This design comes from an exercise in tuning for small area on the open sky130 flow, not from production work.
The RTL of this run was laid out without a check of its function.
Power figures rest on the tool's default switching activity, not on a simulated workload.

==> design.v <==
`resetall
`timescale 1ns / 1ps
`default_nettype none
module baud_gen(
    input   wire        clk,
    input   wire        rst,
    input   wire        new_tx_data,
    output  reg         ce_tx,
    input   wire        new_rx_data,
    output  reg         ce_rx,
    input   wire [23:0] cfg_baud_rate,
    input   wire [ 1:0] cfg_stop_bit,	    
    input   wire [ 1:0] cfg_parity_type,
    input   wire [31:0] cfg_clk_freq
    );
    reg  [31:0]         baud_tx_cnt;
    reg  [ 3:0]         ce_tx_cnt;
    reg  [31:0]         baud_rx_cnt;
    reg  [ 3:0]         ce_rx_cnt;
    reg  [ 3:0]         ce_cnt_max;
    always @( posedge clk ) begin
        if(rst)
            ce_cnt_max <= 4'd0;
        else if(cfg_parity_type==0)
            ce_cnt_max <= 4'd10 + cfg_stop_bit ;
        else 
            ce_cnt_max <= 4'd11 + cfg_stop_bit ;
    end
    always @ (posedge clk) begin
        if(rst || new_tx_data)
            baud_tx_cnt <= cfg_baud_rate *3; 
        else if(ce_tx_cnt==ce_cnt_max)
            baud_tx_cnt <= cfg_baud_rate *3;  
        else 
            baud_tx_cnt <= baud_tx_cnt + cfg_baud_rate;
    end
    always @(posedge clk ) begin
        if(rst || new_tx_data)begin
            ce_tx       <= 1'b0;
            ce_tx_cnt   <= 4'd1;
        end else if(baud_tx_cnt >= (cfg_clk_freq*ce_tx_cnt)) begin
            ce_tx       <= 1'b1;
            ce_tx_cnt   <= ce_tx_cnt + 1'b1;
        end else begin
            ce_tx       <= 1'b0;
            ce_tx_cnt   <= ce_tx_cnt;
        end
    end
    always @ (posedge clk) begin
        if(rst || new_rx_data)  
            baud_rx_cnt <= {1'b0,cfg_clk_freq[31:1]} + (cfg_baud_rate *4);
        else if(ce_rx_cnt==ce_cnt_max) 
            baud_rx_cnt <= {1'b0,cfg_clk_freq[31:1]} + (cfg_baud_rate *4);
        else 
            baud_rx_cnt <= baud_rx_cnt + cfg_baud_rate;
    end
    always @(posedge clk ) begin
        if(rst || new_rx_data)begin
            ce_rx <= 1'b0;
            ce_rx_cnt   <= 4'd1;
        end else if(baud_rx_cnt >= (cfg_clk_freq*ce_rx_cnt)) begin
            ce_rx <= 1'b1;
            ce_rx_cnt <= ce_rx_cnt + 1'b1;
        end else begin
            ce_rx <= 1'b0;
            ce_rx_cnt <= ce_rx_cnt;
        end
    end
endmodule
`resetall
`resetall
`timescale 1ns / 1ps
`default_nettype none
module uart_rx(
    input	wire	    clk,
    input	wire	    rst,
    input   wire        ce_rx,
    output	reg  [7:0]	rx_byte,
    output	reg 	    received,
    input   wire 	    uart_rx,
    output  reg         is_receiving,
    input  wire         cfg_lsb_first,	    
    input  wire [1:0]   cfg_parity_type,	          
    input  wire         cfg_channel_enable
    );
    reg  [ 3:0]         cnt_bit;
    wire [ 3:0]         data_length;
    reg  [ 7:0]         rx_buffer_lsb;
    reg  [ 7:0]         rx_buffer_msb;
    reg  [ 1:0]         sync_in;
    reg  [ 3:0]         sync_in_buffer;
    reg                 parity_bit_cal;
    reg                 parity_bit_sav;
    reg                 parity_error;
    always @ (posedge clk)begin 
        if (rst)
            sync_in <= 2'b11;
        else 
            sync_in <= {sync_in[0],uart_rx};
    end
    always @ (posedge clk)begin 
        if (rst)
            sync_in_buffer <= 4'b1111;  
        else 
            sync_in_buffer <= {sync_in_buffer[3:1],sync_in[1]};
    end
    assign data_length = cfg_parity_type ? 4'd10 : 4'd9;
    always @ (posedge clk)begin 
        if (rst)
            is_receiving <= 1'b0;
        else if (~is_receiving & ~sync_in[1] & cfg_channel_enable)
            is_receiving <= 1'b1;
        else if (is_receiving & (cnt_bit == data_length) & ce_rx) 
            is_receiving <= 1'b0;
    end 
    always @ (posedge clk) begin
        if(rst || !is_receiving)
            cnt_bit <= 4'd0;
        else if(ce_rx && is_receiving)
            cnt_bit <= cnt_bit + 1'b1;
        else
            cnt_bit <= cnt_bit;
    end
    always @ (posedge clk) begin
        if(rst)begin
            parity_error <= 1'b0;
            rx_buffer_lsb <= 8'h00;
            rx_buffer_msb <= 8'h00;
            parity_bit_cal <= 1'b0;
            parity_bit_sav <= 1'b0;
        end else if(is_receiving && ce_rx) begin
            if(cfg_parity_type)begin
                if(cnt_bit <= 4'h8)begin
                    rx_buffer_lsb <= {sync_in[1],rx_buffer_lsb[7:1]};
                    rx_buffer_msb <= {rx_buffer_msb[6:0],sync_in[1]};
                    parity_bit_cal <= parity_bit_cal + sync_in[1];
                end else if(cnt_bit == 4'h9)begin
                    if(cfg_parity_type==2 && (sync_in[1]==(~parity_bit_cal)))
                        parity_error <= 1'b1;
                    else if(cfg_parity_type==1 && (sync_in[1]==parity_bit_cal))
                        parity_error <= 1'b1;
                    else
                        parity_error <= 1'b0;
                end
            end else begin
                rx_buffer_lsb <= {sync_in[1],rx_buffer_lsb[7:1]};
                rx_buffer_msb <= {rx_buffer_msb[6:0],sync_in[1]};
            end
        end else if (!is_receiving)begin
            parity_error <= 1'b0;
            rx_buffer_lsb  <= 8'd0;
            rx_buffer_msb  <= 8'd0;
            parity_bit_cal <= 1'b0;
            parity_bit_sav <= 1'b0;
        end else begin
            parity_error   <= parity_error  ;
            rx_buffer_lsb  <= rx_buffer_lsb ;
            rx_buffer_msb  <= rx_buffer_msb ;
            parity_bit_cal <= parity_bit_cal;
            parity_bit_sav <= parity_bit_sav;
        end
    end
    always @(posedge clk ) begin
        if(rst)begin
            rx_byte <= 8'h0;
            received <= 1'b0;
        end else if(is_receiving && (cnt_bit==data_length) && ce_rx)begin
            received <= ~parity_error;
            if(cfg_lsb_first)
                rx_byte <= rx_buffer_lsb;
            else
                rx_byte <= rx_buffer_msb;
        end else begin
            received <= 1'b0;
            rx_byte <= rx_byte;
        end
    end
endmodule
`resetall
`resetall
`timescale 1ns / 1ps
`default_nettype none
module uart_tx(
    input	wire	    clk,
    input	wire	    rst,
    input   wire        ce_tx,
    input	wire [7:0]	tx_byte,
    input	wire	    transmit,
    output  reg 	    uart_tx,
    output  reg         is_transmitting,
    input  wire         cfg_lsb_first,	
    input  wire [1:0]   cfg_stop_bit,	    
    input  wire [1:0]   cfg_parity_type,	          
    input  wire         cfg_channel_enable
    );
    reg  [3:0]          cnt_bit;
    reg  [3:0]          data_length;
    reg  [8:0]          tx_buffer_lsb;
    reg  [8:0]          tx_buffer_msb;
    reg                 parity_bit_lsb;
    reg                 parity_bit_msb;
    always @( posedge clk ) begin
        if(rst)
            data_length <= 4'd0;
        else if(cfg_parity_type==0)
            data_length <= 4'd8 + cfg_stop_bit ;
        else 
            data_length <= 4'd8 + cfg_stop_bit + 1'b1; 
    end
    always @ ( posedge clk ) begin
        if(rst || ~cfg_channel_enable)
            is_transmitting <= 1'b0;
        else if(transmit && ~is_transmitting)
            is_transmitting <= 1'b1;
        else if(is_transmitting && (cnt_bit == data_length) && ce_tx)
            is_transmitting <= 1'b0;
        else
            is_transmitting <= is_transmitting;
    end
    always @ (posedge clk) begin
        if(rst || !is_transmitting)
            cnt_bit <= 4'd0;
        else if(ce_tx && is_transmitting)
            cnt_bit <= cnt_bit + 1'b1;
        else
            cnt_bit <= cnt_bit;
    end
    always @ (posedge clk) begin
        if(rst)begin
            tx_buffer_lsb <= 9'b0;
            parity_bit_lsb <= 1'b0;
            tx_buffer_msb <= 9'b0;
            parity_bit_msb <= 1'b0;
        end else if(!is_transmitting)begin
            tx_buffer_lsb <= {tx_byte,1'b0};
            parity_bit_lsb <= 1'b0;
            tx_buffer_msb <= {1'b0,tx_byte};
            parity_bit_msb <= 1'b0;
        end else if( ce_tx && is_transmitting )begin
            if(cfg_parity_type)begin
                if(cnt_bit <= 4'd7)begin
                    tx_buffer_lsb <= {1'b1,tx_buffer_lsb[8:1]};
                    parity_bit_lsb <= parity_bit_lsb + tx_buffer_lsb[1];
                    tx_buffer_msb <= {tx_buffer_msb[7:0],1'b1};
                    parity_bit_msb <= parity_bit_msb + tx_buffer_msb[8];
                end else if(cnt_bit == 4'd8)begin
                    if(cfg_parity_type==1)begin
                        tx_buffer_lsb[0] <= ~parity_bit_lsb;
                        tx_buffer_msb[8] <= ~parity_bit_lsb;
                    end else begin
                        tx_buffer_lsb[0] <= parity_bit_lsb;
                        tx_buffer_msb[8] <= parity_bit_lsb;
                    end
                end else begin
                        tx_buffer_lsb <= {1'b1,tx_buffer_lsb[8:1]};
                        tx_buffer_msb <= {tx_buffer_msb[7:0],1'b1};
                end
            end else begin
                tx_buffer_lsb <= {1'b1,tx_buffer_lsb[8:1]};
                tx_buffer_msb <= {tx_buffer_msb[7:0],1'b1};
            end
        end else begin
            tx_buffer_lsb <= tx_buffer_lsb;
            tx_buffer_msb <= tx_buffer_msb;
        end
    end
    always @ ( posedge clk ) begin
        if(rst)
            uart_tx <= 1'b1;
        else if (is_transmitting)begin
            if(cfg_lsb_first)
                uart_tx <= tx_buffer_lsb[0];
            else
                uart_tx <= tx_buffer_msb[8];
        end else
            uart_tx <= 1'b1;
    end
endmodule
`resetall
`resetall
`timescale 1ns / 1ps
`default_nettype none
module uart_controller#(
	parameter integer	BAUD_RATE   = 10_000_000,  
	parameter integer   LSB_FIRST   = 1,  	       
	parameter integer	STOP_BIT    = 2,           
	parameter integer	PARITY_TYPE = 2,           
	parameter integer	CLK_FREQ	= 100_000_000 
	)(
	input	wire		clk,
	input	wire		rst,
	input	wire		uart_rxd,
	output	wire		uart_txd,
	input	wire [ 7:0]	s_axis_tdata,
	input	wire 		s_axis_tvalid,
	output	wire 		s_axis_tready,
	output	wire [ 7:0]	m_axis_tdata,
	output  wire 		m_axis_tvalid,
	input	wire [31:0]	s_axis_cfg_tdata,
	input	wire 		s_axis_cfg_tvalid,
	output  wire        s_axis_cfg_tready
	);
	reg  [23:0]			cfg_baud_rate;
	reg  				cfg_lsb_first;
	reg  [ 1:0]			cfg_stop_bit;
	reg  [ 1:0] 		cfg_parity_type;
	reg 				cfg_channel_enable;
	reg	 [31:0]			cfg_clk_freq;
	wire				is_receiving; 
	reg					is_receiving_d1;
	wire				is_transmitting; 
	reg				 	is_transmitting_d1;
	wire				new_rx_data;
	wire				new_tx_data;
	wire				ce_tx;
	wire				ce_rx;
	always @ ( posedge clk ) begin
		if(rst)begin
			cfg_baud_rate 		<= BAUD_RATE;
			cfg_lsb_first 		<= LSB_FIRST;
			cfg_stop_bit  		<= STOP_BIT;
			cfg_parity_type 	<= PARITY_TYPE;
			cfg_channel_enable 	<= 1'b1;   
			cfg_clk_freq		<= CLK_FREQ;
		end else if (s_axis_cfg_tvalid && s_axis_cfg_tready)begin
			cfg_baud_rate 		<= s_axis_cfg_tdata[23:0];
			cfg_lsb_first 		<= s_axis_cfg_tdata[24];
			cfg_stop_bit  		<= s_axis_cfg_tdata[26:25];
			cfg_parity_type 	<= s_axis_cfg_tdata[28:27];
			cfg_channel_enable 	<= s_axis_cfg_tdata[29];
			cfg_clk_freq		<= CLK_FREQ;
		end else begin
			cfg_baud_rate 		<= cfg_baud_rate;
			cfg_lsb_first 		<= cfg_lsb_first;
			cfg_stop_bit  		<= cfg_stop_bit;
			cfg_parity_type 	<= cfg_parity_type;
			cfg_channel_enable 	<= cfg_channel_enable;
			cfg_clk_freq		<= cfg_clk_freq;
		end
	end
	assign s_axis_cfg_tready = !is_receiving && !is_transmitting;
	assign s_axis_tready     = !is_transmitting; 
	always @(posedge clk ) begin
		if(rst)begin
			is_transmitting_d1 <= 1'b0;
			is_receiving_d1	 <= 1'b0;
		end else begin
			is_transmitting_d1 <= is_transmitting;
			is_receiving_d1  <= is_receiving;
		end
	end
	assign	new_rx_data	= !is_receiving_d1 && is_receiving;
	assign  new_tx_data	= !is_transmitting_d1 && is_transmitting;
	baud_gen inst_baud_gen(
		.clk				(clk				),
		.rst				(rst				),
		.new_tx_data		(new_tx_data		),
		.ce_tx				(ce_tx				),
		.new_rx_data		(new_rx_data		),
		.ce_rx				(ce_rx				),
		.cfg_baud_rate		(cfg_baud_rate		),
		.cfg_clk_freq		(cfg_clk_freq		),
		.cfg_stop_bit  		(cfg_stop_bit  		),
		.cfg_parity_type 	(cfg_parity_type 	)
	);
	uart_rx inst_uart_rx(
		.clk				(clk				),
		.rst				(rst				),
		.ce_rx				(ce_rx				),
		.rx_byte			(m_axis_tdata		),
		.received			(m_axis_tvalid		),
		.uart_rx			(uart_rxd			),
		.is_receiving		(is_receiving		),
		.cfg_lsb_first 		(cfg_lsb_first 		),
		.cfg_parity_type 	(cfg_parity_type 	),
		.cfg_channel_enable (cfg_channel_enable	)
	);
	uart_tx inst_uart_tx(
    	.clk				(clk				),
    	.rst				(rst				),
		.ce_tx				(ce_tx				),
    	.tx_byte			(s_axis_tdata		),
    	.transmit			(s_axis_tvalid		),
    	.uart_tx			(uart_txd			),
    	.is_transmitting	(is_transmitting    ),
		.cfg_lsb_first 		(cfg_lsb_first 		),
		.cfg_stop_bit  		(cfg_stop_bit  		),
		.cfg_parity_type 	(cfg_parity_type 	),
		.cfg_channel_enable (cfg_channel_enable	)
    );
endmodule
`resetall
==> run.sh <==
#!/bin/bash
# synth_recipe.tcl (not shown) runs the flow's synth.tcl, then flattens the netlist and writes it again
# the make line also repeats each setting of config.mk as NAME=value (left out here)
make -C /OpenROAD-flow-scripts/flow DESIGN_CONFIG=/design/flow/config.mk WORK_HOME=/design/flow/orfs CLKGATE_MAP_FILE= SYNTH_SCRIPT=/design/flow/synth_recipe.tcl finish
==> config.mk <==
export PLATFORM = sky130hd
export DESIGN_NAME = uart_controller
export DESIGN_NICKNAME = uart_controller
export VERILOG_FILES = /design/flow/design.v
export SDC_FILE = /design/flow/constraint.sdc
export NUM_CORES = 4
export LEC_CHECK = 0
export CAP_MARGIN = 20
export CORE_MARGIN = 2
export CORE_UTILIZATION = 40
export SLEW_MARGIN = 20
==> constraint.sdc <==
create_clock -name core_clock -period 10.0 [get_ports {clk}]
set_input_delay 2.0000 -clock core_clock [delete_from_list [all_inputs] [get_ports {clk}]]
set_output_delay 2.0000 -clock core_clock [all_outputs]
set_load 0.01 [all_outputs]
==> run summary <==
power breakdown:
group | internal [mW] | switching, mW | leakage, nW
registers | 0.763 | 0.123 | 1.34
logic | 0.676 | 0.826 | 4.49
clock network | 0.335 | 0.324 | 0.285
per-layer routing:
layer,GRT usage [%],share of wire [%],up-vias,wire (µm)
met4,4.39,1.1,0,313
li1,-,-,5385,-
met2,29.7,46,152,13600
met1,24.8,50,4831,14900
met5,0,0,-,0
met3,2.89,3.2,21,957
cell type report:
type | instances | area share [%]
Tap cell | 396 | 3.54
Clock buffer | 17 | 3.04
Clock inverter | 15 | 1.12
Sequential cell | 163 | 23.3
Inverter | 80 | 2.15
Multi-Input combinational cell | 1214 | 62.6
Timing Repair Buffer | 61 | 4.21
flip-flops by register name, indices dropped and copies added, names as in the netlist, 7 cells and up:
register and count:
inst_baud_gen.baud_rx_cnt 32, inst_uart_tx.tx_buffer_lsb 9, inst_uart_tx.tx_buffer_msb 9, inst_uart_rx.rx_byte 8, inst_uart_rx.rx_buffer_msb 7, cfg_baud_rate 24, inst_baud_gen.baud_tx_cnt 32
final timing paths:
kind,from,endpoint,slack (ns),depth (start not counted)
setup reg to reg,inst_baud_gen.ce_tx_cnt[2]$_SDFFE_PP0P_,inst_baud_gen.ce_tx_cnt[3]$_SDFFE_PP0P_,4.48,20
setup / recovery,inst_baud_gen.ce_tx_cnt[2]$_SDFFE_PP0P_,inst_baud_gen.ce_tx_cnt[3]$_SDFFE_PP0P_,4.48,20
hold / removal,inst_uart_rx.sync_in[0]$_SDFF_PP1_,inst_uart_rx.sync_in[1]$_SDFF_PP1_,0.43,1
hold reg to reg,inst_uart_rx.sync_in[0]$_SDFF_PP1_,inst_uart_rx.sync_in[1]$_SDFF_PP1_,0.43,1
placed cells by master, fill, tap and decap left out, drive strengths merged, types with 4 or more instances in the layout:
master	n
inv	89
clkdlybuf4s50	53
nand3	47
o21a	18
nor2b	18
a211o	5
or2	5
or3	10
buf	8
nand2b	17
nand2	183
xnor2	74
o31ai	6
o211ai	13
a21oi	127
mux2i	19
fa	19
and3	12
clkbuf	17
a21o	38
dfxtp	163
nand4b	4
ha	183
nor3	19
a31oi	30
and2	11
o21bai	11
nand4	13
clkinv	5
nor2	101
nor3b	4
a311oi	4
nor4b	4
a211oi	13
xor2	66
o21ai	92
a21boi	6
metrics by stage:
stage,util [%],std cells,setup WS [ns],total power [mW],hold WS (ns)
after floorplan,-,1493,5.01,2.06,0.389
after global placement,43.8,1914,4.55,2.37,0.418
after detailed placement,43.8,1914,4.51,2.40,0.415
after CTS,45.7,1946,4.49,3.08,0.428
after global routing,45.7,1946,4.13,3.32,0.450
final,45.7,1946,4.48,3.05,0.429
cells by family after synthesis:
kind of cell / count (synthesis)
AO/OA/AOI/OAI: 395
XOR/XNOR: 140
adder cells (fa/ha/maj): 202
buffers and inverters: 116
flip-flops: 163
multiplexers: 20
AND/OR/NAND/NOR: 457
==> flow_summary.yaml <==
routing:
  wirelength_mm: 29.7
  via_per_inst: 5.34
  drt_iter0_drc: 530
  final_antenna_net_count: 0
  drc: 0
  dr.pass1.iters: 5
  drt-wirelength-per-cell_um: 15.3
  vias: 10400
yosys:
  synth_fa_ha_area_share_pct: 21.5
  synthXorXnorAreaFrac_pct: 9.87
  synth_compound_area_share_pct: 20.2
  yosysTopAreaCell: "dfxtp_1"
  syn-mean-instance-area_um2: 8.32
  ys_ff_latch: 163
  synth_edf_count: 0
  synthDistinctLibCells: 71
  synthTopCellsByCount: "183 x ha_1, 183 x nand2_1, 163 x dfxtp_1"
  synth_top_family_by_area: "adder cells"
  syn_inst: 1493
  seq_area_frac_synth_pct: 26.3
  synth-simple-area-share_pct: 17.1
  synth_area_leaders: "dfxtp_1 26%, ha_1 18%, nand2_1 5.5%"
  muxShareOfSynthArea_pct: 1.62
  syn_area_um2: 12400
  netlist.area_leader.share_pct: 26.3
  async_reset_ff_share_pct: 0
  syn_nets: 1740
  synth_warnings: 4
  synthFlopType: "dfxtp_1"
global_route:
  antenna_found_initial: 0
  grt_pass1_vias: 9939
  overflow: 0
  grt_max_degree: 56
  grt_pass1_wl_mm: 48.8
  grt_usage_pct: 18.1
finish:
  num-fill-cells: 3045
  antennaDiodeCount: 0
  final_layout_size_suffix_gt1_share_pct: 3.81
  design_area_um2: 14000
  syn2layout_area_growth_pct: 12.5
  nets: 1784
  final-seq-area_um2: 3260
  multi_input_area_um2: 8750
critical_path:
  critPathMaxStageDelay_ns: 0.58
  worst_setup_path_end_kind: "flip-flop"
  required_ns: 10.37
  path_delay_family: "compound AO/OA/AOI/OAI gates"
  critPathLaunchType: "flip-flop"
  critPathKind: "flip-flop to flip-flop"
  slowest_stage: "dfxtp_1"
  cp.arrival_ns: 5.89
  crit_chain: "fa_1, fa_1, ha_1, a21o_1, a21oi_1, nor2_1, o21a_1, o41a_1, a41o_1, o31ai_2, xnor2_1, ha_1, nand4_1, nor2_1, o21ai_0, a31oi_1, a41oi_1, and2_1, or3_1, a21oi_1"
  cp_max_fo: 8
  path_buf_inv: 0
floorplanning:
  core_area_um2: 30600
  dieArea_um2: 32500
  rows: 64
  die_h_um: 180
  io_pins: 57
  dieWidth_um: 180
  start_util_pct: 40.6
cts:
  cts_tree: "done"
  cts_max_path_buffers: 2
  hold_buffers: 0
  htree_levels: 4
  clock_sinks: 163
  ctsRootBufferMaster: "clkbuf_16"
  path_clk_slew_ns: 0.07
  worstSkewPairLatency_ns: 0.44
  ctsResizeCount: 0
  cts_made_buffers: 17
  post_cts_buffers: 0
timing:
  min_period_ns: 5.52
  rsz0062_at_grt: "false"
  slew_headroom_pct: 37.5
  finClkSkew_ns: 0.00983
  max_slew.worst_pin.slew_ns: 0.935
  fin_crit_sh_pct: 55.2
  tns_ns: 0
  drv_slew: 0
  setup_viol_count_final: 0
  hold_viol: 0
  max_freq_mhz: 181
placed_design:
  placement.io_buffers: 54
  dp_hpwl_mm: 22.9
  placed_area_um2: 13400
  place.gp.congestion: 0.830
power:
  power.density_nw_per_um2: 218
  ir_drop_v: 0.000128
  p_leak_nw: 6.12
job:
  maxCapViolCount: 0
outcome:
  status: "complete, no violations"
hold_path:
  min_path_type: "flip-flop to flip-flop"

separate check: timing with driven ports:
In the flow no input, the clock included, has a driving cell. The finished layout below was timed again as built, in two steps. Step 1 sets driving cells, clkbuf_16 on the clock port and buf_2 on the other inputs (assumed; they add their load-dependent delay and slew). Step 2, shift: input delay + t, output delay - t, t = (earliest + latest rising clock arrival at the registers) / 2. This alone moves slack from input paths to output paths. Slacks: no drivers / after step 1 / after step 2; pairs: no drivers / after step 1.
t, ns: 0.479
setup slack, ns: 4.483 / 4.483 / 4.483
hold slack, ns: 0.429 / 0.429 / 0.429
worst register clock-pin slew, ns: 0.08 / 0.08
cell pins on the clock port's net: 1
After both steps setup and hold are still met in this run. For this run, drivers alone change the setup slack by 0.000 ns; drivers and shift together by 0.000 ns.
